From an optimization exercise on the open Yosys and OpenROAD flow, aimed at small area and a short achievable clock period; shortcuts taken in it are not production practice.
Function was checked by simulation only, so behaviour that the tests miss may differ from the original.
Power figures rest on the tool's default switching activity, not on a simulated workload.

Setup of indigo:
## risc6_core
module risc6_core (
    input clk,
    input rst,
    input [31:0] instr,
    output reg [31:0] pc,
    output reg [31:0] R0, R1, R2, R3,
    output [31:0] R4, R5, R6, R7,
    output reg halt
);
Size: ~1,500 cells after synthesis.
clock: 6.0 ns
lec_check: 0
abc_area: 0
cap_margin: 20
core_margin: 2
core_utilization: 40
setup_slack_margin: 3.5
slew_margin: 20
synth_hierarchical: 1
run.sh (not shown) runs the stock make flow with config.mk's settings and CLKGATE_MAP_FILE= SYNTH_SCRIPT=/design/flow/synth_recipe.tcl, a recipe that flattens the netlist after the stock synthesis.
indigo finished every step from synthesis to the final layout, and the layout passed the timing, DRC and antenna checks.
The following lists how delta was set up differently from indigo:
- CORE_UTILIZATION now 55, was 40
Findings:
[diff] die area, delta relative to indigo: improvement. On register area, indigo and delta are neck and neck. Summary of the comparison: number of gates on the worst path with buffers counted is lower in delta, relative to indigo. Diff indigo -> delta: core box area went down about 27%, total vias in the final route went up about 2.5%, part of the total power dissipated in the clock network went up 1.7 points, post-cts resize count went down about 20%. Largest fanout on the critical path, indigo and delta, higher one = delta. delta vs. indigo: setup fix buffers added after clock tree synthesis dropped about 22%; count of non-CTS buffers in the layout down 27; met2 layer wire length in the routed design now smaller.
diff inputs: delta => pepper
==> flow/flow/run.sh (new file) <==
#!/bin/bash
# Standard layout, with plain buffers (not delay cells) on the ports.
set -e
cp standard.sh standard_sh_copy.log
export BUFFER_PORTS_ARGS="-buffer_cell sky130_fd_sc_hd__buf_1"
bash standard.sh > standard.log 2>&1
==> flow/standard.sh (new file) <==
#!/bin/bash
# synth_recipe.tcl (not shown) runs the flow's synth.tcl, then flattens the netlist and writes it again
# the make line also repeats each setting of config.mk as NAME=value (left out here)
make -C /OpenROAD-flow-scripts/flow DESIGN_CONFIG=/design/flow/config.mk WORK_HOME=/design/flow/orfs CLKGATE_MAP_FILE= SYNTH_SCRIPT=/design/flow/synth_recipe.tcl "${@:-finish}"
removed: flow/run.sh
==> summary.txt <==
The switching power share of the total in pepper sits 2.4 points above the value recorded for delta. pepper vs delta on met1 wire length: pepper is the lower one. Sum of met2 wire segment lengths after detailed routing in pepper is 1100 microns lower than in delta. Total power consumption of the routed design was lower in the run labelled pepper. Looking at growth of design area from synthesis to finish, pepper sits below delta. Worst setup slack after layout was lower in delta than in pepper. Row power share of the sequential group: pepper higher / delta lower. Changes observed in pepper relative to delta: number of standard-cell rows in the floorplan did not really move; global-route usage dropped 1.6 points; cell count fell 3.0%. Cell depth of the worst setup path: pepper < delta.

========
Another version of the RTL of risc6_core (not shown whole).
Size: ~1500 cells after synthesis.
Design risc6_core, start of the top module:
module risc6_core (
    input clk,
    input rst,
    input [31:0] instr,
    output reg [31:0] pc,
    output reg [31:0] R0, R1, R2, R3,
    output [31:0] R4, R5, R6, R7,
    output reg halt
);
export LEC_CHECK = 0
export ABC_AREA = 0
export CAP_MARGIN = 20
export CORE_MARGIN = 2
export CORE_UTILIZATION = 55
export SETUP_SLACK_MARGIN = 3.2
export SLEW_MARGIN = 20
export SYNTH_HIERARCHICAL = 1
create_clock -name core_clock -period 6.0 [get_ports {clk}]
standard.sh (not shown) runs the stock make flow with config.mk's settings and CLKGATE_MAP_FILE= SYNTH_SCRIPT=/design/flow/synth_recipe.tcl, a recipe that flattens the netlist after the stock synthesis.
==> flow/flow/run.sh <==
#!/bin/bash
# Standard layout, with plain buffers (not delay cells) on the ports, and
# a clock tree with larger sink clusters and no dummy loads.
set -e
export BUFFER_PORTS_ARGS="-buffer_cell sky130_fd_sc_hd__buf_1"
export CTS_ARGS="-sink_clustering_enable -repair_clock_nets -dont_use_dummy_load -sink_clustering_size 30 -sink_clustering_max_diameter 120"
bash standard.sh > standard.log 2>&1
Change:
--- a/flow/flow/run.sh
+++ b/flow/flow/run.sh
@@ -6 +6 @@
-export CTS_ARGS="-sink_clustering_enable -repair_clock_nets -dont_use_dummy_load -sink_clustering_size 30 -sink_clustering_max_diameter 120"
+export CTS_ARGS="-sink_clustering_enable -repair_clock_nets -dont_use_dummy_load -sink_clustering_size 24 -sink_clustering_max_diameter 100"
After rerunning:
- setup slack stays the same
- wire length stays the same
- sequential cell count is unchanged
- register-to-register slack hardly moves
- cell area stays the same

========
risc6_core again, from the RTL that the note above started with.
// risc6_core
module risc6_core (
    input clk,
    input rst,
    input [31:0] instr,
    output reg [31:0] pc,
    output reg [31:0] R0, R1, R2, R3,
    output [31:0] R4, R5, R6, R7,
    output reg halt
);
==> flow/config.mk <==
export PLATFORM = sky130hd
export DESIGN_NAME = risc6_core
export DESIGN_NICKNAME = risc6_core
export VERILOG_FILES = /design/flow/design.v
export SDC_FILE = /design/flow/constraint.sdc
export NUM_CORES = 4
export LEC_CHECK = 0
export ABC_AREA = 0
export CAP_MARGIN = 20
export CORE_MARGIN = 2
export CORE_UTILIZATION = 55
export SETUP_SLACK_MARGIN = 3.2
export SLEW_MARGIN = 20
export SYNTH_HIERARCHICAL = 1
==> flow/constraint.sdc <==
create_clock -name core_clock -period 6.0 [get_ports {clk}]
set_input_delay 1.2000 -clock core_clock [delete_from_list [all_inputs] [get_ports {clk}]]
set_output_delay 1.2000 -clock core_clock [all_outputs]
set_load 0.01 [all_outputs]
==> flow/flow/run.sh <==
#!/bin/bash
# Standard layout, with plain buffers (not delay cells) on the ports, and
# a clock tree with larger sink clusters and no dummy loads.
set -e
export BUFFER_PORTS_ARGS="-buffer_cell sky130_fd_sc_hd__buf_1"
export CTS_ARGS="-sink_clustering_enable -repair_clock_nets -dont_use_dummy_load -sink_clustering_size 36 -sink_clustering_max_diameter 150"
bash standard.sh > standard.log 2>&1
The first run finished with timing, DRC and antenna clean.
==> next run, changes <==
==> flow/flow/run.sh (replaced) <==
#!/bin/bash
# Standard layout, with plain buffers (not delay cells) on the ports, and
# a clock tree with larger sink clusters and no dummy loads.
set -e
export BUFFER_PORTS_ARGS="-buffer_cell sky130_fd_sc_hd__buf_1"
export CTS_ARGS="-sink_clustering_enable -repair_clock_nets -dont_use_dummy_load -sink_clustering_size 30 -sink_clustering_max_diameter 120"
bash standard.sh > standard.log 2>&1
- CORE_UTILIZATION: 55 -> 65
- PLACE_DENSITY: not set -> 0.72
Result: The changed run produced a clean layout. Maximum frequency shrinks by 4.2%. Critical path depth went up by 3. Hold slack is worse by 0.0044 ns. Power increases by 2.0%. Worst setup slack degrades by 0.12 ns. Register-to-register slack loses 0.12 ns.
==> next run, changes <==
- CORE_UTILIZATION: 65 -> 55
- PLACE_DENSITY: 0.72 -> not set
- SETUP_SLACK_MARGIN: 3.2 -> 3.1
Outcome: The new run went through all stages and came out clean; clock-buffer cell count does not change; routed wire length falls by 1.0%; setup slack improves by 0.017 ns; global-route usage fell by 4.8 points; total power shrinks by 3.5%; fmax climbs by 0.60%; clock power grows by about 1%; final area fell by 3.3%; die area increases by 18%; hold slack improved by 0.011 ns; non-clock buffer count shrinks by 8.
==> next run, changes <==
- SETUP_SLACK_MARGIN: 3.1 -> 3.2
- TNS_END_PERCENT: not set -> 0
What happened: The new run completed without violations; utilization went up by 0.73 points; clock skew drops by 0.0071 ns; combinational power goes up by a few percent; design area is higher slightly.

========
== job 7917 ==
risc6_core, a different RTL version from the one above (not shown whole).
For scale: ~320 I/O pins.
Settings: LEC_CHECK=0, ABC_AREA=0, CAP_MARGIN=20, CORE_MARGIN=2, CORE_UTILIZATION=55, SETUP_SLACK_MARGIN=3.5, SLEW_MARGIN=20, SYNTH_HIERARCHICAL=1; clock period 6.0 ns.
==> flow/flow/run.sh <==
#!/bin/bash
# Standard layout, with plain buffers (not delay cells) on the ports.
set -e
cp standard.sh standard_sh_copy.log
export BUFFER_PORTS_ARGS="-buffer_cell sky130_fd_sc_hd__buf_1"
bash standard.sh > standard.log 2>&1
Job 7917 did not stop at any stage, and its layout met the timing, DRC and antenna checks.
## Diff of input files: job 4298 against job 7917
- SETUP_SLACK_MARGIN changed from 3.5 to 3.0
==> flow/flow/run.sh <==
#!/bin/bash
# Standard layout, with plain buffers (not delay cells) on the ports, and
# a clock tree with larger sink clusters and no dummy loads.
set -e
export BUFFER_PORTS_ARGS="-buffer_cell sky130_fd_sc_hd__buf_1"
export CTS_ARGS="-sink_clustering_enable -repair_clock_nets -dont_use_dummy_load -sink_clustering_size 30 -sink_clustering_max_diameter 120"
bash standard.sh > standard.log 2>&1
--- outcome ---
- The run with more routed wire is job 7917, not job 4298.
- The origin of the worst setup path comes out R0[1]$_DFF_PP0_ in one run and ir_sb[0]$_SDFF_PP0_ in the other, namely in job 4298 and job 7917 respectively.
- In job 4298 the global-route usage turned out 0.91 points lower than in job 7917.
- On sum of internal, switching and leakage power, the higher figure sits with job 7917, not job 4298.
- Job 4298 vs. job 7917: post-layout worst setup margin went down by 0.13 ns.
- Comparing job 4298 and job 7917, the lower clock-buffer cell count was measured on job 4298.
- Against job 7917, job 4298 comes in about 16% lower on post-route cell area.
- Of job 4298 and job 7917, the run reporting the higher total CTS buffers was job 7917.
- Re sequential share of layout area: job 4298 and job 7917 aren't equal, and the lower value belongs to job 7917.
- Re final estimated routing congestion in global placement: job 4298 is about 8% down on job 7917.
- | fmax | higher: job 7917 |
For job 7377, these inputs were changed with respect to job 4298:
- CORE_UTILIZATION changed from 55 to 65
- SETUP_SLACK_MARGIN changed from 3.0 to 3.2
- PLACE_DENSITY newly set to 0.72
==> comparison <==
- Summary — utilization, job 7377 relative to job 4298: higher, by 13 points.
- Final standard cell count with taps included and fillers excluded (higher): job 4298
- Wire length of the first global-routing pass of job 7377 falls short of that of job 4298 slightly.
- Taking job 4298 over job 7377, the die boundary height ratio works out to 1.08.
- Combinational fraction of design power in job 7377 is 1.4 points above job 4298.
- xnor2_1 as the critical path's slowest cell was reported by job 4298, and dfxtp_4 by job 7377.
- Job 4298 → job 7377: die span in x moved down; global-route total usage across every layer rose by 4.8 points; via count +287.
- Going from job 4298 to job 7377, clock power went down about 1%; area growth from synthesis to final layout went up 3.0 points; fraction of the cycle the final worst path needs went down 1.3 points.
diff inputs: job 7377 => job 7668
- swapping 65 for 55 in CORE_UTILIZATION
- clearing PLACE_DENSITY, which used to be 0.72
==> flow/flow/run.sh <==
#!/bin/bash
# Standard layout, with plain buffers (not delay cells) on the ports.
set -e
cp standard.sh standard_sh_copy.log
export BUFFER_PORTS_ARGS="-buffer_cell sky130_fd_sc_hd__buf_1"
bash standard.sh > standard.log 2>&1
Notes after the runs:
- Clock buffer and inverter area fraction after layout in job 7668 is 3.5 points higher than in job 7377
- Going from job 7377 to job 7668, final wirelength grows by 2.5%.
- Summary: maximum clock frequency, job 7668 better than job 7377
- Comparing job 7377 against job 7668, there is no change at all in clock sink count.

========
The RTL this note starts from:
==> flow/design.v <==
module risc6_core (
    input clk,
    input rst,
    input [31:0] instr,
    output reg [31:0] pc,
    output reg [31:0] R0, R1, R2, R3,
    output [31:0] R4, R5, R6, R7,
    output reg halt
);
    assign R4 = 32'd0;
    assign R5 = 32'd0;
    assign R6 = 32'd0;
    assign R7 = 32'd0;
    wire [5:0] op = instr[31:26];
    reg        ir_we;
    reg [2:0]  ir_op;
    reg [1:0]  ir_rd;
    reg [23:0] ir_imm;
    always @(posedge clk or posedge rst) begin
        if (rst)
            ir_we <= 1'b0;
        else
            ir_we <= (op[5:3] == 3'd0) && (op[2:1] != 2'b11);
    end
    always @(posedge clk) begin
        ir_op  <= op[2:0];
        ir_rd  <= instr[25:24];
        ir_imm <= instr[23:0];
    end
    always @(posedge clk or posedge rst) begin
        if (rst) begin
            pc   <= 32'd0;
            halt <= 1'b0;
        end else begin
            pc   <= (op == 6'd6) ? {8'd0, instr[23:0]} : pc + 32'd1;
            halt <= halt | (op[5:3] != 3'd0);
        end
    end
    wire [1:0] ra = ir_imm[23:22];
    wire [1:0] rb = ir_imm[21:20];
    reg [31:0] a, b;
    always @(*) begin
        case (ra)
            2'd0: a = R0;
            2'd1: a = R1;
            2'd2: a = R2;
            default: a = R3;
        endcase
        case (rb)
            2'd0: b = R0;
            2'd1: b = R1;
            2'd2: b = R2;
            default: b = R3;
        endcase
    end
    reg [31:0] res;
    always @(*) begin
        case (ir_op)
            3'd0: res = {8'd0, ir_imm};
            3'd1: res = a + b;
            3'd2: res = a - b;
            3'd3: res = a & b;
            3'd4: res = a | b;
            default: res = a ^ b;
        endcase
    end
    always @(posedge clk or posedge rst) begin
        if (rst) begin
            R0 <= 32'd0; R1 <= 32'd0; R2 <= 32'd0; R3 <= 32'd0;
        end else if (ir_we) begin
            case (ir_rd)
                2'd0: R0 <= res;
                2'd1: R1 <= res;
                2'd2: R2 <= res;
                default: R3 <= res;
            endcase
        end
    end
endmodule
Settings: LEC_CHECK=0, ABC_AREA=1, CAP_MARGIN=20, CORE_MARGIN=2, CORE_UTILIZATION=40, SLEW_MARGIN=20; clock period 6.0 ns.
run.sh (not shown) runs the stock make flow with config.mk's settings and CLKGATE_MAP_FILE= SYNTH_SCRIPT=/design/flow/synth_recipe.tcl, a recipe that flattens the netlist after the stock synthesis.
Stock flow here: none of the scripts above is used.
Then changed:
--- a/flow/config.mk
+++ b/flow/config.mk
@@ -11,2 +11,3 @@
 export CORE_UTILIZATION = 40
+export SETUP_SLACK_MARGIN = 3
 export SLEW_MARGIN = 20
Sequential power is about the same.
Power rises by about 26%.
Combinational power rises by about 50%.
Via count rises by 6.8%.
Utilization rises by 10 points.
Count of clock-buffer cells in the layout falls by 3.

========
risc6_core with an RTL version that a note above also has.
Size in the first run: roughly 320 I/O pins.
Design risc6_core, start of the top module:
module risc6_core (
    input clk,
    input rst,
    input [31:0] instr,
    output reg [31:0] pc,
    output reg [31:0] R0, R1, R2, R3,
    output [31:0] R4, R5, R6, R7,
    output reg halt
);
export LEC_CHECK = 0
export ABC_AREA = 0
export CAP_MARGIN = 20
export CORE_MARGIN = 2
export CORE_UTILIZATION = 55
export SETUP_SLACK_MARGIN = 3.25
export SLEW_MARGIN = 20
export SYNTH_HIERARCHICAL = 1
create_clock -name core_clock -period 6.0 [get_ports {clk}]
standard.sh (not shown) runs the stock make flow with config.mk's settings and CLKGATE_MAP_FILE= SYNTH_SCRIPT=/design/flow/synth_recipe.tcl, a recipe that flattens the netlist after the stock synthesis.
==> flow/flow/run.sh <==
#!/bin/bash
# Standard layout, with plain buffers (not delay cells) on the ports, and
# a clock tree with larger sink clusters and no dummy loads.
set -e
export BUFFER_PORTS_ARGS="-buffer_cell sky130_fd_sc_hd__buf_1"
export CTS_ARGS="-sink_clustering_enable -repair_clock_nets -dont_use_dummy_load -sink_clustering_size 30 -sink_clustering_max_diameter 120"
bash standard.sh > standard.log 2>&1
The starting point ran to the end with no violations.
==> next run, changes <==
- SETUP_SLACK_MARGIN: 3.25 -> 3.35
What happened:
- The changed run produced a clean layout
- final area grows by 2.2%
- setup slack is worse by 25 ps
- routed wire length grows by 2.8%
- via count grows by 2.0%
- total power grows by 2.3%
- final cell count grows by 0.35%
- flip-flop and latch count stays the same
- non-clock buffer count grows by 7
- worst hold slack is worse by 9.7 ps

========
risc6_core with an RTL version that a note above also has.
For scale: roughly 1500 cells after synthesis.
Settings: LEC_CHECK=0, ABC_AREA=0, CAP_MARGIN=20, CORE_MARGIN=2, CORE_UTILIZATION=55, SETUP_SLACK_MARGIN=3.0, SLEW_MARGIN=20, SYNTH_HIERARCHICAL=1; clock period 6.0 ns.
==> flow/flow/run.sh <==
#!/bin/bash
# Standard layout, with plain buffers (not delay cells) on the ports.
set -e
cp standard.sh standard_sh_copy.log
export BUFFER_PORTS_ARGS="-buffer_cell sky130_fd_sc_hd__buf_1"
bash standard.sh > standard.log 2>&1
Then changed:
- CTS_BUF_LIST: unset -> sky130_fd_sc_hd__clkbuf_8
- SETUP_SLACK_MARGIN: 3.0 -> 3.2
First-iteration DRC count goes down by about 11%.
Die area is unchanged.
Wire length came out higher by about 2%.

-- afterwards: timing with drivers on the ports --
In the flow no input, the clock included, has a driving cell. The finished layouts below were timed again as built, in two steps. Step 1 sets driving cells, clkbuf_16 on the clock port and buf_2 on the other inputs (assumed; they add their load-dependent delay and slew). Step 2 times the ports against the registers' clock, not the clock port: input delays grow and output delays shrink by t, the midpoint of the rising clock arrivals with the driver on. Three values: no drivers, after step 1, after step 2; two values: the first two.
| run | t, ns | setup WS [ns] | worst setup path at the end | clock arrival spread, ns | worst data-port slew with drivers (ns) |
|---|---|---|---|---|---|
| indigo | 0.492 | 3.143 / 3.143 / 3.143 | register to register | 0.013 / 0.012 | 0.04 |
| delta | 0.489 | 3.189 / 3.189 / 3.155 | input to register | 0.019 / 0.018 | 0.05 |
| pepper | 0.485 | 3.201 / 3.201 / 3.201 | register to register | 0.020 / 0.020 | 0.06 |
| the first run of note 2 | 0.475 | 3.319 / 3.319 / 3.230 | input to register | 0.029 / 0.029 | 0.04 |
| the second run of note 2 | 0.475 | 3.319 / 3.319 / 3.230 | input to register | 0.029 / 0.029 | 0.04 |
| the first run of note 3 | 0.475 | 3.319 / 3.319 / 3.230 | input to register | 0.029 / 0.029 | 0.04 |
| the second run of note 3 | 0.480 | 3.203 / 3.203 / 3.197 | input to register | 0.031 / 0.032 | 0.05 |
| the third run of note 3 | 0.475 | 3.219 / 3.219 / 3.219 | register to register | 0.040 / 0.040 | 0.04 |
| the fourth run of note 3 | 0.471 | 3.208 / 3.208 / 3.208 | register to register | 0.032 / 0.032 | 0.04 |
| job 7917 | 0.584 | 3.271 / 3.271 / 3.271 | register to register | 0.009 / 0.008 | 0.05 |
| job 4298 | 0.521 | 3.141 / 3.141 / 3.141 | register to register | 0.019 / 0.020 | 0.05 |
| job 7377 | 0.506 | 3.219 / 3.219 / 3.219 | register to register | 0.059 / 0.059 | 0.04 |
| job 7668 | 0.581 | 3.240 / 3.240 / 3.240 | input to register | 0.014 / 0.014 | 0.05 |
| the first run of note 5 | 0.511 | 0.600 / 0.600 / 0.600 | register to register | 0.012 / 0.012 | 0.04 |
| the second run of note 5 | 0.511 | 1.853 / 1.853 / 1.853 | register to register | 0.012 / 0.012 | 0.06 |
| the first run of note 6 | 0.476 | 3.342 / 3.342 / 3.223 | input to register | 0.033 / 0.033 | 0.05 |
| the second run of note 6 | 0.478 | 3.317 / 3.317 / 3.284 | input to register | 0.030 / 0.030 | 0.04 |
| the first run of note 7 | 0.573 | 3.178 / 3.178 / 3.178 | register to register | 0.011 / 0.011 | 0.05 |
| the second run of note 7 | 0.572 | 3.207 / 3.207 / 3.207 | register to register | 0.031 / 0.031 | 0.05 |
After both steps every run listed still meets setup and hold. For the first run of note 6, which loses most, drivers alone change the setup slack by 0.000 ns; drivers and shift together by -0.119 ns.
